Background: an optimization exercise with open tools, aiming at small area and a short achievable clock period. Do not read the settings as production practice.
Function was not checked in any run shown here: the RTL went through the layout flow alone.
No activity file was given, so power comes from the tool's default toggle rates.

==> flow/design.v (outline; a module is shown in full before it is edited, if it fits) <==
// module fp32_mul: 1743 lines
// module fp32_mul_fa: 10 lines
// module fp32_mul_bsel: 9 lines
// module fp32_mul_bneg: 7 lines
// module fp32_mul_ha: 9 lines
module fp32_mul(
    input wire clk,
    input wire [31:0] a,         
    input wire [31:0] b,         
    input wire [2:0] rm,         
    output reg [31:0] result,    
    output wire nv,              
    output wire of,              
    output wire uf,              
    output wire nx               
);
  // ...
==> flow/run.sh <==
#!/bin/bash
# synth_recipe.tcl (not shown) runs the flow's synth.tcl, then flattens the netlist and writes it again
# the make line also repeats each setting of config.mk as NAME=value (left out here)
make -C /OpenROAD-flow-scripts/flow DESIGN_CONFIG=/design/flow/config.mk WORK_HOME=/design/flow/orfs CLKGATE_MAP_FILE= SYNTH_SCRIPT=/design/flow/synth_recipe.tcl finish
==> flow/config.mk <==
export PLATFORM = sky130hd
export DESIGN_NAME = fp32_mul
export DESIGN_NICKNAME = fp32_mul
export VERILOG_FILES = /design/flow/design.v
export SDC_FILE = /design/flow/constraint.sdc
export NUM_CORES = 4
export LEC_CHECK = 0
export CAP_MARGIN = 20
export CORE_MARGIN = 2
export CORE_UTILIZATION = 40
export SETUP_SLACK_MARGIN = 3.9
export SLEW_MARGIN = 20
export SYNTH_HIERARCHICAL = 1
==> flow/constraint.sdc <==
create_clock -name core_clock -period 8.2 [get_ports {clk}]
set_input_delay 1.6400 -clock core_clock [delete_from_list [all_inputs] [get_ports {clk}]]
set_output_delay 1.6400 -clock core_clock [all_outputs]
set_load 0.01 [all_outputs]
==> report_table.html, run 1 <==
<table>
<tr><th>Metric</th><th>Value</th></tr>
<tr><th colspan="2">Clocking</th></tr>
<tr><td>PostCTS Resize Cnt</td><td>104</td></tr>
<tr><td>Total CTS buffers</td><td>27</td></tr>
<tr><td>TritonCTS clock tree</td><td>yes</td></tr>
<tr><td>Number of buffers on the longest clock path</td><td>3</td></tr>
<tr><th colspan="2">Final layout</th></tr>
<tr><td>Final standard cell count with taps included and fillers excluded</td><td>3781</td></tr>
<tr><td>Synthesis-to-finish area growth</td><td>14.6%</td></tr>
<tr><td>Count of plain and timing-repair buffers in the layout</td><td>217</td></tr>
<tr><td>Filler Cell Count</td><td>6221</td></tr>
<tr><td>Non-clock buffering overhead</td><td>6.05%</td></tr>
<tr><td>Commonest non-fill, non-tap cell in the layout</td><td>sky130_fd_sc_hd__xor2_1</td></tr>
<tr><th colspan="2">Setup path</th></tr>
<tr><td>Critical path type</td><td>flop to primary output</td></tr>
<tr><td>Maximum fanout count along the critical path</td><td>3</td></tr>
<tr><td>Crit. End Element</td><td>primary output</td></tr>
<tr><td>CP max-delay cell</td><td>sky130_fd_sc_hd__dfxtp_4</td></tr>
<tr><td>Stage delay of the slowest cell on the critical path</td><td>0.36 ns</td></tr>
<tr><th colspan="2">Yosys</th></tr>
<tr><td>Cell type with the largest total area after synthesis</td><td>sky130_fd_sc_hd__fa_1</td></tr>
<tr><td>Adder and majority gate portion of the synthesized area</td><td>25.8%</td></tr>
<tr><td>Post-synth top flop</td><td>sky130_fd_sc_hd__dfxtp_1</td></tr>
<tr><td>Largest cells by area after synthesis</td><td>sky130_fd_sc_hd__fa_1 20%, sky130_fd_sc_hd__dfxtp_1 19%, sky130_fd_sc_hd__xor2_1 12%</td></tr>
<tr><td>Combinational family with the most area after synthesis</td><td>adder cells</td></tr>
<tr><td>Post-Synthesis Cells</td><td>2718</td></tr>
<tr><td>Mean post-synth cell area</td><td>9.69 µm²</td></tr>
<tr><td>Most frequently used cell type in the post-synthesis netlist</td><td>sky130_fd_sc_hd__xor2_1</td></tr>
<tr><th colspan="2">Placed design</th></tr>
<tr><td>Pre-CTS setup slack</td><td>3.04 ns</td></tr>
<tr><td>Final HPWL from detailed placement</td><td>64000 µm</td></tr>
<tr><td>Placed Cells incl. Taps</td><td>3690</td></tr>
<tr><th colspan="2">Die</th></tr>
<tr><td>Die Ht</td><td>261 µm</td></tr>
<tr><td>Number of placement rows</td><td>94</td></tr>
<tr><th colspan="2">Job</th></tr>
<tr><td>Max-cap violation count</td><td>0</td></tr>
<tr><th colspan="2">Detailed routing</th></tr>
<tr><td>DR WL met3</td><td>6910 µm</td></tr>
<tr><td>Met2 wire length</td><td>44500 µm</td></tr>
<tr><td>Drc violations</td><td>0</td></tr>
<tr><td>Routed Antenna Nets</td><td>0</td></tr>
<tr><td>Starting DRC count in detailed routing</td><td>1934</td></tr>
<tr><th colspan="2">Min path</th></tr>
<tr><td>Class of the tightest hold or removal check</td><td>flop to flop</td></tr>
<tr><th colspan="2">STA</th></tr>
<tr><td>Unrepaired setup endpoints after global routing</td><td>true</td></tr>
<tr><th colspan="2">Global routing</th></tr>
<tr><td>Initial antenna violation count</td><td>2</td></tr>
<tr><td>Vias in the first global route</td><td>24100</td></tr>
<tr><th colspan="2">Status</th></tr>
<tr><td>Status</td><td>finished clean</td></tr>
<tr><th colspan="2">Pwr</th></tr>
<tr><td>Combinational fraction of design power</td><td>77.6%</td></tr>
</table>
==> run 2: changes to the inputs <==
--- a/flow/design.v
+++ b/flow/design.v
@@ -126,17 +126,17 @@
     wire [5:0] s1_rs = right_wins ? (right_big ? 6'd49 : sh_right[5:0]) : {1'b0, sh_left};
     wire [6:0] tz1 = {2'b0, s1_tza} + {2'b0, s1_tzb} + 7'd1;
     wire s1_sticky = (tz1 < {2'b0, sh_left}) | (right_pos & ({3'b0, tz1} < sh_right));
     wire [9:0] s1_exp_full = {1'b0, s1_esum} - (s1_one_sub ? 10'd150 - {5'b0, s1_p} : 10'd127);
     wire [7:0] s1_exp = s1_exp_full[7:0];
     wire s1_exp_le0 = s1_exp_full[9] | (s1_exp_full == 10'd0);
     wire s1_exp_ge255 = ~s1_exp_full[9] & (s1_exp_full >= 10'd255);
     wire s1_exp_eq254 = (s1_exp_full == 10'd254);
-    localparam LOW = 12;
+    localparam LOW = 20;
     wire [47:0] ts;
     wire [47:0] tc;
     wire [24:0] max1 = {ma, 1'b0};    
     wire [324:0] pp;
     wire bs0_0;
     fp32_mul_bsel u_bs0_0 (.one(bone[0]), .two(btwo[0]), .x1(ma[0]), .x2(max1[0]), .y(bs0_0));
     fp32_mul_bneg u_bn0_0 (.y(bs0_0), .neg(bneg[0]), .p(pp[0]));
     wire bs0_1;
@@ -1629,17 +1629,109 @@
     wire t283s, t283c;
     fp32_mul_fa u_t283 (.x(pp[298]), .y(t282s), .z(t280c), .s(t283s), .c(t283c));
     wire t284s, t284c;
     fp32_mul_fa u_t284 (.x(~pp[322]), .y(pp[299]), .z(t282c), .s(t284s), .c(t284c));
     wire t285s, t285c;
     fp32_mul_fa u_t285 (.x(~bneg[11]), .y(pp[322]), .z(pp[323]), .s(t285s), .c(t285c));
     assign ts = {t285s, t284s, t283s, t281s, t276c, t276s, t273s, t265c, t260c, t255c, t255s, t249s, t236c, t229c, t221c, t213c, t204c, t195c, t185c, t175c, t164c, t164s, t153s, t131c, t120c, t109c, t99c, t89c, t88s, t71c, t63c, t55c, t48c, t41c, t40s, t29c, t24c, t23s, t18s, t11c, t10s, t7s, t4s, t2s, t0c, pp[2], pp[1], bneg[0]};
     assign tc = {t284c, t283c, t281c, t279c, t279s, t273c, t269c, t269s, t265s, t260s, t249c, t243c, t243s, t236s, t229s, t221s, t213s, t204s, t195s, t185s, t175s, t153c, t142c, t142s, t131s, t120s, t109s, t99s, t89s, t80s, t71s, t63s, t55s, t48s, t41s, t35s, t29s, t24s, t19s, t15s, t11s, t8s, t5s, t3s, t1s, t0s, 1'b0, pp[0]};
-    wire [LOW:0] plo = {1'b0, ts[LOW-1:0]} + {1'b0, tc[LOW-1:0]};
+    wire [LOW-1:0] lo_a = ts[LOW-1:0];
+    wire [LOW-1:0] lo_b = tc[LOW-1:0];
+    wire [LOW:0] lo_s;
+    wire [19:0] lo_g0 = lo_a & lo_b;
+    wire [19:0] lo_p0 = lo_a ^ lo_b;
+    wire lo_G0 = lo_g0[1] | (lo_p0[1] & lo_g0[0]);
+    wire lo_P0 = lo_p0[1] & lo_p0[0];
+    wire lo_G1 = lo_g0[3] | (lo_p0[3] & lo_g0[2]);
+    wire lo_P1 = lo_p0[3] & lo_p0[2];
+    wire lo_G2 = lo_g0[5] | (lo_p0[5] & lo_g0[4]);
+    wire lo_P2 = lo_p0[5] & lo_p0[4];
+    wire lo_G3 = lo_g0[7] | (lo_p0[7] & lo_g0[6]);
+    wire lo_P3 = lo_p0[7] & lo_p0[6];
+    wire lo_G4 = lo_g0[9] | (lo_p0[9] & lo_g0[8]);
+    wire lo_P4 = lo_p0[9] & lo_p0[8];
+    wire lo_G5 = lo_g0[11] | (lo_p0[11] & lo_g0[10]);
+    wire lo_P5 = lo_p0[11] & lo_p0[10];
+    wire lo_G6 = lo_g0[13] | (lo_p0[13] & lo_g0[12]);
+    wire lo_P6 = lo_p0[13] & lo_p0[12];
+    wire lo_G7 = lo_g0[15] | (lo_p0[15] & lo_g0[14]);
+    wire lo_P7 = lo_p0[15] & lo_p0[14];
+    wire lo_G8 = lo_g0[17] | (lo_p0[17] & lo_g0[16]);
+    wire lo_P8 = lo_p0[17] & lo_p0[16];
+    wire lo_G9 = lo_g0[19] | (lo_p0[19] & lo_g0[18]);
+    wire lo_P9 = lo_p0[19] & lo_p0[18];
+    wire lo_G10 = lo_G1 | (lo_P1 & lo_G0);
+    wire lo_P10 = lo_P1 & lo_P0;
+    wire lo_G11 = lo_G3 | (lo_P3 & lo_G2);
+    wire lo_P11 = lo_P3 & lo_P2;
+    wire lo_G12 = lo_G5 | (lo_P5 & lo_G4);
+    wire lo_P12 = lo_P5 & lo_P4;
+    wire lo_G13 = lo_G7 | (lo_P7 & lo_G6);
+    wire lo_P13 = lo_P7 & lo_P6;
+    wire lo_G14 = lo_G9 | (lo_P9 & lo_G8);
+    wire lo_P14 = lo_P9 & lo_P8;
+    wire lo_G15 = lo_G11 | (lo_P11 & lo_G10);
+    wire lo_P15 = lo_P11 & lo_P10;
+    wire lo_G16 = lo_G13 | (lo_P13 & lo_G12);
+    wire lo_P16 = lo_P13 & lo_P12;
+    wire lo_G17 = lo_G16 | (lo_P16 & lo_G15);
+    wire lo_P17 = lo_P16 & lo_P15;
+    wire lo_G18 = lo_G12 | (lo_P12 & lo_G15);
+    wire lo_P18 = lo_P12 & lo_P15;
+    wire lo_G19 = lo_G14 | (lo_P14 & lo_G17);
+    wire lo_P19 = lo_P14 & lo_P17;
+    wire lo_G20 = lo_G2 | (lo_P2 & lo_G10);
+    wire lo_P20 = lo_P2 & lo_P10;
+    wire lo_G21 = lo_G4 | (lo_P4 & lo_G15);
+    wire lo_P21 = lo_P4 & lo_P15;
+    wire lo_G22 = lo_G6 | (lo_P6 & lo_G18);
+    wire lo_P22 = lo_P6 & lo_P18;
+    wire lo_G23 = lo_G8 | (lo_P8 & lo_G17);
+    wire lo_P23 = lo_P8 & lo_P17;
+    wire lo_G24 = lo_g0[2] | (lo_p0[2] & lo_G0);
+    wire lo_P24 = lo_p0[2] & lo_P0;
+    wire lo_G25 = lo_g0[4] | (lo_p0[4] & lo_G10);
+    wire lo_P25 = lo_p0[4] & lo_P10;
+    wire lo_G26 = lo_g0[6] | (lo_p0[6] & lo_G20);
+    wire lo_P26 = lo_p0[6] & lo_P20;
+    wire lo_G27 = lo_g0[8] | (lo_p0[8] & lo_G15);
+    wire lo_P27 = lo_p0[8] & lo_P15;
+    wire lo_G28 = lo_g0[10] | (lo_p0[10] & lo_G21);
+    wire lo_P28 = lo_p0[10] & lo_P21;
+    wire lo_G29 = lo_g0[12] | (lo_p0[12] & lo_G18);
+    wire lo_P29 = lo_p0[12] & lo_P18;
+    wire lo_G30 = lo_g0[14] | (lo_p0[14] & lo_G22);
+    wire lo_P30 = lo_p0[14] & lo_P22;
+    wire lo_G31 = lo_g0[16] | (lo_p0[16] & lo_G17);
+    wire lo_P31 = lo_p0[16] & lo_P17;
+    wire lo_G32 = lo_g0[18] | (lo_p0[18] & lo_G23);
+    wire lo_P32 = lo_p0[18] & lo_P23;
+    assign lo_s[0] = lo_p0[0] ^ 1'b0;
+    assign lo_s[1] = lo_p0[1] ^ lo_g0[0];
+    assign lo_s[2] = lo_p0[2] ^ lo_G0;
+    assign lo_s[3] = lo_p0[3] ^ lo_G24;
+    assign lo_s[4] = lo_p0[4] ^ lo_G10;
+    assign lo_s[5] = lo_p0[5] ^ lo_G25;
+    assign lo_s[6] = lo_p0[6] ^ lo_G20;
+    assign lo_s[7] = lo_p0[7] ^ lo_G26;
+    assign lo_s[8] = lo_p0[8] ^ lo_G15;
+    assign lo_s[9] = lo_p0[9] ^ lo_G27;
+    assign lo_s[10] = lo_p0[10] ^ lo_G21;
+    assign lo_s[11] = lo_p0[11] ^ lo_G28;
+    assign lo_s[12] = lo_p0[12] ^ lo_G18;
+    assign lo_s[13] = lo_p0[13] ^ lo_G29;
+    assign lo_s[14] = lo_p0[14] ^ lo_G22;
+    assign lo_s[15] = lo_p0[15] ^ lo_G30;
+    assign lo_s[16] = lo_p0[16] ^ lo_G17;
+    assign lo_s[17] = lo_p0[17] ^ lo_G31;
+    assign lo_s[18] = lo_p0[18] ^ lo_G23;
+    assign lo_s[19] = lo_p0[19] ^ lo_G32;
+    assign lo_s[20] = lo_G19;
+    wire [LOW:0] plo = lo_s;
     reg [LOW-1:0] plo2;
     reg [47:LOW] ts2;
     reg [47:LOW] tc2;
     reg clo2;
     reg [5:0] s2_rs;
     reg s2_sticky;
     reg [7:0] s2_exp;
     reg s2_exp_le0, s2_exp_ge255, s2_exp_eq254;
@@ -1661,20 +1753,195 @@
         s2_m_rne <= s1_m_rne;
         s2_m_rmm <= s1_m_rmm;
         s2_m_away <= s1_m_away;
         s2_invalid <= s1_invalid;
         s2_is_nan <= s1_is_nan;
         s2_is_inf <= s1_is_inf;
         s2_is_zero <= s1_is_zero;
     end
-    wire [47:LOW] phi = ts2 + tc2 + {{(47-LOW){1'b0}}, clo2};
+    wire [47-LOW:0] hi_a = ts2;
+    wire [47-LOW:0] hi_b = tc2;
+    wire hi_ci = clo2;
+    wire [48-LOW:0] hi_s;
+    wire [27:0] hi_g0 = hi_a & hi_b;
+    wire [27:0] hi_p0 = hi_a ^ hi_b;
+    wire hi_gc = hi_g0[0] | (hi_p0[0] & hi_ci);
+    wire hi_G0 = hi_g0[1] | (hi_p0[1] & hi_gc);
+    wire hi_P0 = hi_p0[1] & hi_p0[0];
+    wire hi_G1 = hi_g0[3] | (hi_p0[3] & hi_g0[2]);
+    wire hi_P1 = hi_p0[3] & hi_p0[2];
+    wire hi_G2 = hi_g0[5] | (hi_p0[5] & hi_g0[4]);
+    wire hi_P2 = hi_p0[5] & hi_p0[4];
+    wire hi_G3 = hi_g0[7] | (hi_p0[7] & hi_g0[6]);
+    wire hi_P3 = hi_p0[7] & hi_p0[6];
+    wire hi_G4 = hi_g0[9] | (hi_p0[9] & hi_g0[8]);
+    wire hi_P4 = hi_p0[9] & hi_p0[8];
+    wire hi_G5 = hi_g0[11] | (hi_p0[11] & hi_g0[10]);
+    wire hi_P5 = hi_p0[11] & hi_p0[10];
+    wire hi_G6 = hi_g0[13] | (hi_p0[13] & hi_g0[12]);
+    wire hi_P6 = hi_p0[13] & hi_p0[12];
+    wire hi_G7 = hi_g0[15] | (hi_p0[15] & hi_g0[14]);
+    wire hi_P7 = hi_p0[15] & hi_p0[14];
+    wire hi_G8 = hi_g0[17] | (hi_p0[17] & hi_g0[16]);
+    wire hi_P8 = hi_p0[17] & hi_p0[16];
+    wire hi_G9 = hi_g0[19] | (hi_p0[19] & hi_g0[18]);
+    wire hi_P9 = hi_p0[19] & hi_p0[18];
+    wire hi_G10 = hi_g0[21] | (hi_p0[21] & hi_g0[20]);
+    wire hi_P10 = hi_p0[21] & hi_p0[20];
+    wire hi_G11 = hi_g0[23] | (hi_p0[23] & hi_g0[22]);
+    wire hi_P11 = hi_p0[23] & hi_p0[22];
+    wire hi_G12 = hi_g0[25] | (hi_p0[25] & hi_g0[24]);
+    wire hi_P12 = hi_p0[25] & hi_p0[24];
+    wire hi_G13 = hi_g0[27] | (hi_p0[27] & hi_g0[26]);
+    wire hi_P13 = hi_p0[27] & hi_p0[26];
+    wire hi_G14 = hi_g0[2] | (hi_p0[2] & hi_G0);
+    wire hi_P14 = hi_p0[2] & hi_P0;
+    wire hi_G15 = hi_G1 | (hi_P1 & hi_G0);
+    wire hi_P15 = hi_P1 & hi_P0;
+    wire hi_G16 = hi_g0[6] | (hi_p0[6] & hi_G2);
+    wire hi_P16 = hi_p0[6] & hi_P2;
+    wire hi_G17 = hi_G3 | (hi_P3 & hi_G2);
+    wire hi_P17 = hi_P3 & hi_P2;
+    wire hi_G18 = hi_g0[10] | (hi_p0[10] & hi_G4);
+    wire hi_P18 = hi_p0[10] & hi_P4;
+    wire hi_G19 = hi_G5 | (hi_P5 & hi_G4);
+    wire hi_P19 = hi_P5 & hi_P4;
+    wire hi_G20 = hi_g0[14] | (hi_p0[14] & hi_G6);
+    wire hi_P20 = hi_p0[14] & hi_P6;
+    wire hi_G21 = hi_G7 | (hi_P7 & hi_G6);
+    wire hi_P21 = hi_P7 & hi_P6;
+    wire hi_G22 = hi_g0[18] | (hi_p0[18] & hi_G8);
+    wire hi_P22 = hi_p0[18] & hi_P8;
+    wire hi_G23 = hi_G9 | (hi_P9 & hi_G8);
+    wire hi_P23 = hi_P9 & hi_P8;
+    wire hi_G24 = hi_g0[22] | (hi_p0[22] & hi_G10);
+    wire hi_P24 = hi_p0[22] & hi_P10;
+    wire hi_G25 = hi_G11 | (hi_P11 & hi_G10);
+    wire hi_P25 = hi_P11 & hi_P10;
+    wire hi_G26 = hi_g0[26] | (hi_p0[26] & hi_G12);
+    wire hi_P26 = hi_p0[26] & hi_P12;
+    wire hi_G27 = hi_G13 | (hi_P13 & hi_G12);
+    wire hi_P27 = hi_P13 & hi_P12;
+    wire hi_G28 = hi_g0[4] | (hi_p0[4] & hi_G15);
+    wire hi_P28 = hi_p0[4] & hi_P15;
+    wire hi_G29 = hi_G2 | (hi_P2 & hi_G15);
+    wire hi_P29 = hi_P2 & hi_P15;
+    wire hi_G30 = hi_G16 | (hi_P16 & hi_G15);
+    wire hi_P30 = hi_P16 & hi_P15;
+    wire hi_G31 = hi_G17 | (hi_P17 & hi_G15);
+    wire hi_P31 = hi_P17 & hi_P15;
+    wire hi_G32 = hi_g0[12] | (hi_p0[12] & hi_G19);
+    wire hi_P32 = hi_p0[12] & hi_P19;
+    wire hi_G33 = hi_G6 | (hi_P6 & hi_G19);
+    wire hi_P33 = hi_P6 & hi_P19;
+    wire hi_G34 = hi_G20 | (hi_P20 & hi_G19);
+    wire hi_P34 = hi_P20 & hi_P19;
+    wire hi_G35 = hi_G21 | (hi_P21 & hi_G19);
+    wire hi_P35 = hi_P21 & hi_P19;
+    wire hi_G36 = hi_g0[20] | (hi_p0[20] & hi_G23);
+    wire hi_P36 = hi_p0[20] & hi_P23;
+    wire hi_G37 = hi_G10 | (hi_P10 & hi_G23);
+    wire hi_P37 = hi_P10 & hi_P23;
+    wire hi_G38 = hi_G24 | (hi_P24 & hi_G23);
+    wire hi_P38 = hi_P24 & hi_P23;
+    wire hi_G39 = hi_G25 | (hi_P25 & hi_G23);
+    wire hi_P39 = hi_P25 & hi_P23;
+    wire hi_G40 = hi_g0[8] | (hi_p0[8] & hi_G31);
+    wire hi_P40 = hi_p0[8] & hi_P31;
+    wire hi_G41 = hi_G4 | (hi_P4 & hi_G31);
+    wire hi_P41 = hi_P4 & hi_P31;
+    wire hi_G42 = hi_G18 | (hi_P18 & hi_G31);
+    wire hi_P42 = hi_P18 & hi_P31;
+    wire hi_G43 = hi_G19 | (hi_P19 & hi_G31);
+    wire hi_P43 = hi_P19 & hi_P31;
+    wire hi_G44 = hi_G32 | (hi_P32 & hi_G31);
+    wire hi_P44 = hi_P32 & hi_P31;
+    wire hi_G45 = hi_G33 | (hi_P33 & hi_G31);
+    wire hi_P45 = hi_P33 & hi_P31;
+    wire hi_G46 = hi_G34 | (hi_P34 & hi_G31);
+    wire hi_P46 = hi_P34 & hi_P31;
+    wire hi_G47 = hi_G35 | (hi_P35 & hi_G31);
+    wire hi_P47 = hi_P35 & hi_P31;
+    wire hi_G48 = hi_g0[24] | (hi_p0[24] & hi_G39);
+    wire hi_P48 = hi_p0[24] & hi_P39;
+    wire hi_G49 = hi_G12 | (hi_P12 & hi_G39);
+    wire hi_P49 = hi_P12 & hi_P39;
+    wire hi_G50 = hi_G26 | (hi_P26 & hi_G39);
+    wire hi_P50 = hi_P26 & hi_P39;
+    wire hi_G51 = hi_G27 | (hi_P27 & hi_G39);
+    wire hi_P51 = hi_P27 & hi_P39;
+    wire hi_G52 = hi_g0[16] | (hi_p0[16] & hi_G47);
+    wire hi_P52 = hi_p0[16] & hi_P47;
+    wire hi_G53 = hi_G8 | (hi_P8 & hi_G47);
+    wire hi_P53 = hi_P8 & hi_P47;
+    wire hi_G54 = hi_G22 | (hi_P22 & hi_G47);
+    wire hi_P54 = hi_P22 & hi_P47;
+    wire hi_G55 = hi_G23 | (hi_P23 & hi_G47);
+    wire hi_P55 = hi_P23 & hi_P47;
+    wire hi_G56 = hi_G36 | (hi_P36 & hi_G47);
+    wire hi_P56 = hi_P36 & hi_P47;
+    wire hi_G57 = hi_G37 | (hi_P37 & hi_G47);
+    wire hi_P57 = hi_P37 & hi_P47;
+    wire hi_G58 = hi_G38 | (hi_P38 & hi_G47);
+    wire hi_P58 = hi_P38 & hi_P47;
+    wire hi_G59 = hi_G39 | (hi_P39 & hi_G47);
+    wire hi_P59 = hi_P39 & hi_P47;
+    wire hi_G60 = hi_G48 | (hi_P48 & hi_G47);
+    wire hi_P60 = hi_P48 & hi_P47;
+    wire hi_G61 = hi_G49 | (hi_P49 & hi_G47);
+    wire hi_P61 = hi_P49 & hi_P47;
+    wire hi_G62 = hi_G50 | (hi_P50 & hi_G47);
+    wire hi_P62 = hi_P50 & hi_P47;
+    wire hi_G63 = hi_G51 | (hi_P51 & hi_G47);
+    wire hi_P63 = hi_P51 & hi_P47;
+    assign hi_s[0] = hi_p0[0] ^ hi_ci;
+    assign hi_s[1] = hi_p0[1] ^ hi_gc;
+    assign hi_s[2] = hi_p0[2] ^ hi_G0;
+    assign hi_s[3] = hi_p0[3] ^ hi_G14;
+    assign hi_s[4] = hi_p0[4] ^ hi_G15;
+    assign hi_s[5] = hi_p0[5] ^ hi_G28;
+    assign hi_s[6] = hi_p0[6] ^ hi_G29;
+    assign hi_s[7] = hi_p0[7] ^ hi_G30;
+    assign hi_s[8] = hi_p0[8] ^ hi_G31;
+    assign hi_s[9] = hi_p0[9] ^ hi_G40;
+    assign hi_s[10] = hi_p0[10] ^ hi_G41;
+    assign hi_s[11] = hi_p0[11] ^ hi_G42;
+    assign hi_s[12] = hi_p0[12] ^ hi_G43;
+    assign hi_s[13] = hi_p0[13] ^ hi_G44;
+    assign hi_s[14] = hi_p0[14] ^ hi_G45;
+    assign hi_s[15] = hi_p0[15] ^ hi_G46;
+    assign hi_s[16] = hi_p0[16] ^ hi_G47;
+    assign hi_s[17] = hi_p0[17] ^ hi_G52;
+    assign hi_s[18] = hi_p0[18] ^ hi_G53;
+    assign hi_s[19] = hi_p0[19] ^ hi_G54;
+    assign hi_s[20] = hi_p0[20] ^ hi_G55;
+    assign hi_s[21] = hi_p0[21] ^ hi_G56;
+    assign hi_s[22] = hi_p0[22] ^ hi_G57;
+    assign hi_s[23] = hi_p0[23] ^ hi_G58;
+    assign hi_s[24] = hi_p0[24] ^ hi_G59;
+    assign hi_s[25] = hi_p0[25] ^ hi_G60;
+    assign hi_s[26] = hi_p0[26] ^ hi_G61;
+    assign hi_s[27] = hi_p0[27] ^ hi_G62;
+    assign hi_s[28] = hi_G63;
+    wire [47:LOW] phi = hi_s[47-LOW:0];
     wire [47:0] P = {phi, plo2};
-    wire [48:0] shifted = {P, 1'b0} >> s2_rs;
-    wire [26:0] sig = {shifted[25:0], s2_sticky};
+    wire [48:0] sh0 = {P, 1'b0};
+    wire [48:0] sh1 = s2_rs[5] ? (sh0 >> 32) : sh0;
+    wire [48:0] sh2t = sh1 >> 16;
+    wire [40:0] sh2 = s2_rs[4] ? sh2t[40:0] : sh1[40:0];
+    wire [40:0] sh3t = sh2 >> 8;
+    wire [32:0] sh3 = s2_rs[3] ? sh3t[32:0] : sh2[32:0];
+    wire [32:0] sh4t = sh3 >> 4;
+    wire [28:0] sh4 = s2_rs[2] ? sh4t[28:0] : sh3[28:0];
+    wire [28:0] sh5t = sh4 >> 2;
+    wire [26:0] sh5 = s2_rs[1] ? sh5t[26:0] : sh4[26:0];
+    wire [26:0] sh6t = sh5 >> 1;
+    wire [25:0] shifted = s2_rs[0] ? sh6t[25:0] : sh5[25:0];
+    wire [26:0] sig = {shifted, s2_sticky};
     wire hi = sig[26];
     wire [23:0] s2_mant = hi ? sig[26:3] : sig[25:2];
     wire s2_g = hi ? sig[2] : sig[1];
     wire s2_rest = hi ? (sig[1] | sig[0]) : sig[0];
     reg [23:0] s3_mant;
     reg s3_g, s3_rest;
     reg s3_hi;
     reg s3_sign;
@@ -1699,30 +1966,18 @@
         s3_is_nan <= s2_is_nan;
         s3_is_inf <= s2_is_inf;
         s3_is_zero <= s2_is_zero;
     end
     wire inexact = s3_g | s3_rest;
     wire round_up = (s3_m_rne & s3_g & (s3_mant[0] | s3_rest)) |
                     (s3_m_rmm & s3_g) |
                     (s3_m_away & (s3_hi ? s3_g : inexact));
-    wire [24:0] all_below;
-    genvar gk;
-    generate
-        for (gk = 0; gk <= 24; gk = gk + 1) begin : g_inc
-            if (gk == 0) begin : g_first
-                assign all_below[gk] = 1'b1;
-            end else begin : g_rest
-                assign all_below[gk] = &s3_mant[gk-1:0];
-            end
-        end
-    endgenerate
-    wire [23:0] mant_inc = s3_mant ^ all_below[23:0];
-    wire [24:0] rounded = round_up ? {all_below[24], mant_inc} : {1'b0, s3_mant};
-    wire round_carry = round_up & all_below[24];      
+    wire [24:0] rounded = {1'b0, s3_mant} + {24'b0, round_up};
+    wire round_carry = round_up & (&s3_mant);      
     wire carry = s3_hi | round_carry;
     wire special = s3_is_nan | s3_is_inf | s3_is_zero;
     wire of_to_max = ~(s3_m_rne | s3_m_rmm | s3_m_away);
     wire ovf_early = ~s3_exp_le0 & (s3_exp_ge255 | (s3_exp_eq254 & s3_hi));
     wire ovf_late = ~s3_exp_le0 & s3_exp_eq254 & ~s3_hi & round_carry;
     wire ovf = ovf_early | ovf_late;
     wire fixed = special | ovf_early;
     wire [7:0] fixed_exp = s3_is_zero & ~s3_is_nan & ~s3_is_inf ? 8'h00 :
==> report_table.html, run 2 <==
<table>
<tr><th>Metric</th><th>Value</th></tr>
<tr><th colspan="2">Clocking</th></tr>
<tr><td>TritonCTS clock tree</td><td>yes (unchanged)</td></tr>
<tr><td>Number of buffers on the longest clock path</td><td>3 (unchanged)</td></tr>
<tr><td>Root buffer cell</td><td>sky130_fd_sc_hd__clkbuf_16 (unchanged)</td></tr>
<tr><td>Count of clock tree sinks</td><td>242 (was 250)</td></tr>
<tr><td>Hold-fix buffers, CTS</td><td>0 (unchanged)</td></tr>
<tr><td>Total CTS buffers</td><td>27 (unchanged)</td></tr>
<tr><td>Clock network latency to the later pin of the worst-skew pair</td><td>0.58 ns (was 0.56 ns)</td></tr>
<tr><td>Clk pin slew, worst setup/hold paths</td><td>0.06 ns (about the same)</td></tr>
<tr><td>Number of H-tree levels</td><td>1 (unchanged)</td></tr>
<tr><th colspan="2">Yosys</th></tr>
<tr><td>Sequential area share after synthesis</td><td>19.8% (was 19.0%)</td></tr>
<tr><td>Synth async-reset ratio</td><td>0% (unchanged)</td></tr>
<tr><td>Largest cells by area after synthesis</td><td>sky130_fd_sc_hd__fa_1 23%, sky130_fd_sc_hd__dfxtp_1 20%, sky130_fd_sc_hd__xor2_1 13% (was sky130_fd_sc_hd__fa_1 20%, sky130_fd_sc_hd__dfxtp_1 19%, sky130_fd_sc_hd__xor2_1 12%)</td></tr>
<tr><td>Mapped cell area</td><td>0.0245 mm² (was 0.0263 mm²)</td></tr>
<tr><td>Post-Synthesis Cells</td><td>2434 (was 2718)</td></tr>
<tr><td>Mean post-synth cell area</td><td>10.1 µm² (was 9.69 µm²)</td></tr>
<tr><td>Post-synth top flop</td><td>sky130_fd_sc_hd__dfxtp_1 (unchanged)</td></tr>
<tr><td>Count of distinct cell types in the synthesized netlist</td><td>87 (was 107)</td></tr>
<tr><td>Commonest cells post-synth</td><td>358 x sky130_fd_sc_hd__xor2_1, 303 x sky130_fd_sc_hd__a22o_1, 282 x sky130_fd_sc_hd__fa_1, 242 x sky130_fd_sc_hd__dfxtp_1, 135 x sky130_fd_sc_hd__nand2_1 (was 353 x sky130_fd_sc_hd__xor2_1, 300 x sky130_fd_sc_hd__a22o_1, 269 x sky130_fd_sc_hd__fa_1, 250 x sky130_fd_sc_hd__dfxtp_1, 177 x sky130_fd_sc_hd__nand2_1)</td></tr>
<tr><td>Most frequently used cell type in the post-synthesis netlist</td><td>sky130_fd_sc_hd__xor2_1 (unchanged)</td></tr>
<tr><td>Fraction of post-synthesis cell area in the top cell type by area</td><td>23.1% (was 20.4%)</td></tr>
<tr><td>#FFs+latches synth</td><td>242 (was 250)</td></tr>
<tr><td>Cell type with the largest total area after synthesis</td><td>sky130_fd_sc_hd__fa_1 (unchanged)</td></tr>
<tr><td>Count of flip-flops with a built-in enable after synthesis</td><td>0 (unchanged)</td></tr>
<tr><td>Number of warnings printed during yosys synthesis</td><td>10 (unchanged)</td></tr>
<tr><th colspan="2">Global routing</th></tr>
<tr><td>Remaining global-route overflow</td><td>0 (unchanged)</td></tr>
<tr><td>Largest net degree at the start of global routing</td><td>52 (was 73)</td></tr>
<tr><td>Initial antenna violation count</td><td>0 (was 2)</td></tr>
<tr><td>Global routing usage summed across all routing layers</td><td>28.9% (was 27.1%)</td></tr>
<tr><td>Global-route wire length before repair</td><td>139000 µm (was 143000 µm)</td></tr>
<tr><td>Vias in the first global route</td><td>22400 (was 24100)</td></tr>
<tr><th colspan="2">Job</th></tr>
<tr><td>Max-cap violation count</td><td>0 (unchanged)</td></tr>
<tr><th colspan="2">STA</th></tr>
<tr><td>Setup TNS</td><td>0 ns (unchanged)</td></tr>
<tr><td>Final count of hold timing violations</td><td>0 (unchanged)</td></tr>
<tr><td>Final worst clock skew</td><td>0.0263 ns (was 0.0260 ns)</td></tr>
<tr><td>Share of the clock period used by the worst path</td><td>54.9% (was 60.3%)</td></tr>
<tr><td>Slew Limit Headroom</td><td>27.4% (was 39.7%)</td></tr>
<tr><td>Unrepaired setup endpoints after global routing</td><td>true (unchanged)</td></tr>
<tr><td>Maximum clock frequency</td><td>222 MHz (was 202 MHz)</td></tr>
<tr><td>Min Tclk post-route</td><td>4.50 ns (was 4.95 ns)</td></tr>
<tr><td>Final slew viol count</td><td>0 (unchanged)</td></tr>
<tr><td>Worst setup margin</td><td>3.70 ns (was 3.25 ns)</td></tr>
<tr><td>Measured slew at the worst slew-check pin</td><td>1.09 ns (was 0.898 ns)</td></tr>
<tr><td>Final Setup Violations</td><td>0 (unchanged)</td></tr>
<tr><th colspan="2">Final layout</th></tr>
<tr><td>Commonest non-fill, non-tap cell in the layout</td><td>sky130_fd_sc_hd__xor2_1 (unchanged)</td></tr>
<tr><td>Util after Layout</td><td>50.4% (was 46.1%)</td></tr>
<tr><td>Final standard cell count with taps included and fillers excluded</td><td>3528 (was 3781)</td></tr>
<tr><td>Filler Cell Count</td><td>5386 (was 6221)</td></tr>
<tr><td># diodes</td><td>0 (unchanged)</td></tr>
<tr><td>Top flop regs</td><td>tc2 (28), ts2 (28) (was tc2 (36), ts2 (36))</td></tr>
<tr><td>Synthesis-to-finish area growth</td><td>24.4% (was 14.6%)</td></tr>
<tr><td>Count of nets after finishing</td><td>3183 (was 3347)</td></tr>
<tr><td>Fraction of layout cells with a size suffix above 1</td><td>19.8% (was 11.7%)</td></tr>
<tr><td>Non-Filler Cell Area, Final</td><td>0.0305 mm² (was 0.0302 mm²)</td></tr>
<tr><td>Most used cells in the layout excluding fill and tap cells</td><td>339 x sky130_fd_sc_hd__xor2_1, 302 x sky130_fd_sc_hd__a22o_1, 249 x sky130_fd_sc_hd__fa_1 (was 353 x sky130_fd_sc_hd__xor2_1, 300 x sky130_fd_sc_hd__a22o_1, 267 x sky130_fd_sc_hd__fa_1)</td></tr>
<tr><th colspan="2">Setup path</th></tr>
<tr><td>Data required time at the worst endpoint</td><td>6.56 ns (about the same)</td></tr>
<tr><td>Worst r2r src</td><td>bone[4]$_DFF_P_ (was ma[10]$_DFF_P_)</td></tr>
<tr><td>Arrival time of the worst setup path</td><td>2.86 ns (was 3.31 ns)</td></tr>
<tr><td>Critical path type</td><td>flop to primary output (unchanged)</td></tr>
<tr><td>Endpoint of the worst setup timing path</td><td>result[18] (was result[30])</td></tr>
<tr><td>Number of cells on the worst reg-to-reg path</td><td>14 (was 9)</td></tr>
<tr><td>Reg-to-Reg End</td><td>plo2[19]$_DFF_P_ (was tc2[25]$_DFF_P_)</td></tr>
<tr><td>CP startpoint kind</td><td>flop (unchanged)</td></tr>
<tr><td>Internal reg-to-reg setup slack</td><td>3.77 ns (was 4.03 ns)</td></tr>
<tr><td>Crit. End Element</td><td>primary output (unchanged)</td></tr>
<tr><td>Maximum fanout count along the critical path</td><td>3 (unchanged)</td></tr>
<tr><td>Critical path origin</td><td>s3_mant[0]$_DFF_P_ (unchanged)</td></tr>
<tr><th colspan="2">Placed design</th></tr>
<tr><td>Final HPWL from detailed placement</td><td>56400 µm (was 64000 µm)</td></tr>
<tr><td>PortBufs</td><td>103 (unchanged)</td></tr>
<tr><td>Final weighted congestion in routability-driven placement</td><td>0.980 (was 0.923)</td></tr>
<tr><td>Pre-CTS setup slack</td><td>3.13 ns (was 3.04 ns)</td></tr>
<tr><td>Post-placement cell area</td><td>0.0267 mm² (was 0.0287 mm²)</td></tr>
<tr><td>Placed Cells incl. Taps</td><td>3301 (was 3690)</td></tr>
<tr><th colspan="2">Pwr</th></tr>
<tr><td>P per Cell Area</td><td>495 mW/mm² (was 468 mW/mm²)</td></tr>
<tr><td>Leakage power of the design</td><td>0.0128 µW (was 0.0125 µW)</td></tr>
<tr><td>Maximum resistive drop on vdd</td><td>0.000623 V (was 0.000220 V)</td></tr>
<tr><th colspan="2">Die</th></tr>
<tr><td>DIE AREA</td><td>0.0632 mm² (was 0.0679 mm²)</td></tr>
<tr><td>Die width</td><td>251 µm (was 261 µm)</td></tr>
<tr><td>Die Ht</td><td>251 µm (was 261 µm)</td></tr>
<tr><td>Effective utilization at floorplan</td><td>40.5% (was 40.2%)</td></tr>
<tr><td>Number of placement rows</td><td>90 (was 94)</td></tr>
<tr><td>Count of pins on the block boundary</td><td>104 (unchanged)</td></tr>
<tr><td>CORE AREA</td><td>0.0605 mm² (was 0.0655 mm²)</td></tr>
<tr><th colspan="2">Detailed routing</th></tr>
<tr><td>Pre-antenna DRT Iters</td><td>5 (unchanged)</td></tr>
<tr><td>Vias per Instance</td><td>6.13 (was 6.09)</td></tr>
<tr><td>DRT Wirelength</td><td>92900 µm (was 93100 µm)</td></tr>
<tr><td>Per-cell routed wire length</td><td>26.3 µm (was 24.6 µm)</td></tr>
<tr><td>Starting DRC count in detailed routing</td><td>1892 (was 1934)</td></tr>
<tr><td>Routed Antenna Nets</td><td>0 (unchanged)</td></tr>
<tr><td>Drc violations</td><td>0 (unchanged)</td></tr>
<tr><td>Via count</td><td>21600 (was 23000)</td></tr>
<tr><th colspan="2">Status</th></tr>
<tr><td>Status</td><td>finished clean (unchanged)</td></tr>
<tr><th colspan="2">Min path</th></tr>
<tr><td>Class of the tightest hold or removal check</td><td>flop to flop (unchanged)</td></tr>
<tr><td>Source of the worst hold timing path</td><td>s2_exp_eq254$_DFF_P_ (was s2_exp[4]$_DFF_P_)</td></tr>
</table>
==> run 2: cell types whose count changed in the layout (fill, tap and decap cells not counted), sizes merged, moves of 18 or more <==
cell,change
o211ai,-18
mux2,-24
a21oi,-18
buf,+98
mux2i,+26
nand2,-43
o21ai,-18
==> run 2: per-stage QoR <==
stage                     total power, µW  hold slack, ns
final                               15100           0.322
after global routing                16200           0.330
after CTS                           13800           0.323
after detailed placement            11600           0.312
after global placement              11400           0.310
after floorplan                      8480           0.310
==> run 2: worst min path at each step <==
stage	depth (start not counted)	endpoint	slack (ns)
6_report	0	s3_exp_eq254$_DFF_P_	0.32
3_5_place_dp	0	s3_exp_eq254$_DFF_P_	0.31
2_1_floorplan	0	s2_invalid$_DFF_P_	0.31
4_1_cts	0	s3_exp_eq254$_DFF_P_	0.32
3_3_place_gp	0	s2_sign$_DFF_P_	0.31
5_1_grt	0	s3_m_away$_DFF_P_	0.33
==> run 2: power by group <==
group          internal, µW  switching, µW
clock                   718            529
sequential             1690            314
combinational          5430           6390
total                  7840           7230
==> run 2: cell families after synthesis <==
logic type      count (synthesis)  synth area share [%]
fa+ha+maj                     390                  28.6
other cells                     1                0.0153
flops                         242                  19.8
buf+inv                       149                  2.51
xor+xnor                      390                  14.0
compound gates                678                  21.0
mux                            96                  4.43
simple gates                  488                  9.71
==> run 2: worst max-delay path, cell delays in order (launching register included) <==
cell and delay (ns):
sky130_fd_sc_hd__dfxtp_4 0.37, sky130_fd_sc_hd__o21ai_2 0.05, sky130_fd_sc_hd__nand2_1 0.06, sky130_fd_sc_hd__a32o_2 0.17
sky130_fd_sc_hd__ha_4 0.18, sky130_fd_sc_hd__ha_4 0.15, sky130_fd_sc_hd__nand3_4 0.06, sky130_fd_sc_hd__or3_4 0.37
sky130_fd_sc_hd__or2_4 0.27, sky130_fd_sc_hd__buf_6 0.13, sky130_fd_sc_hd__nor2_2 0.08, sky130_fd_sc_hd__xnor2_1 0.08
sky130_fd_sc_hd__o21ai_1 0.16, sky130_fd_sc_hd__buf_2 0.16
==> run 2: layout make-up <==
class,instances,area [µm²],share of cell area (%)
clock buffer,33,708,2.32
tap,782,978,3.21
inverter,76,290,0.952
multi-input combinational,2067,20200,66.3
sequential,242,5040,16.5
timing repair buffer,311,3070,10.1
clock inverter,17,198,0.649
==> run 2: repair_timing <==
action / CTS / global route
resized for setup: 227 / 152
gates cloned: 1 / 4
setup buffers: 129 / 43
pin swaps: 68 / 60
endpoints found under the setup margin: 73 / 74
==> run 2: per-module statistics from Yosys (local to each module, per instance) <==
module	area, µm²	flip-flops and latches	cells inside	copies in the design
fp32_mul_bneg	8.76	0	1	300
fp32_mul	13700	242	1548	1
fp32_mul_bsel	8.76	0	1	300
fp32_mul_ha	12.5	0	1	22
fp32_mul_fa	20.0	0	1	264
==> run 2: routing by layer <==
layer	track usage [%]	wire length, µm	vias to the layer above
met1	36.4	36900	10700
met5	0	0	-
met4	16.0	6140	0
met2	46.1	41600	1262
li1	-	-	9348
met3	6.52	8230	325

==> what the ideal ports hide <==
How much do the figures lean on ideal ports? The routed layouts below were timed once more, with nothing changed but the port constraints.
Step 1: set_driving_cell puts a clkbuf_16 on clk and a buf_2 on each other input, an assumption about the parent block.
Step 2 times the ports against the registers' clock, not the clock port: input delays grow and output delays shrink by t, the midpoint of the rising clock arrivals with the driver on.
a / b / c = no drivers / after step 1 / after step 2; a / b = the first two.
run	t (ns)	setup slack, ns	worst setup path after step 2
run 1	0.610	3.252 / 3.195 / 3.578	input to register
run 2	0.641	3.698 / 3.628 / 3.466	input to register
After both steps setup and hold are still met in every run listed. For run 2, which loses most, drivers alone change the setup slack by -0.070 ns; drivers and shift together by -0.232 ns.
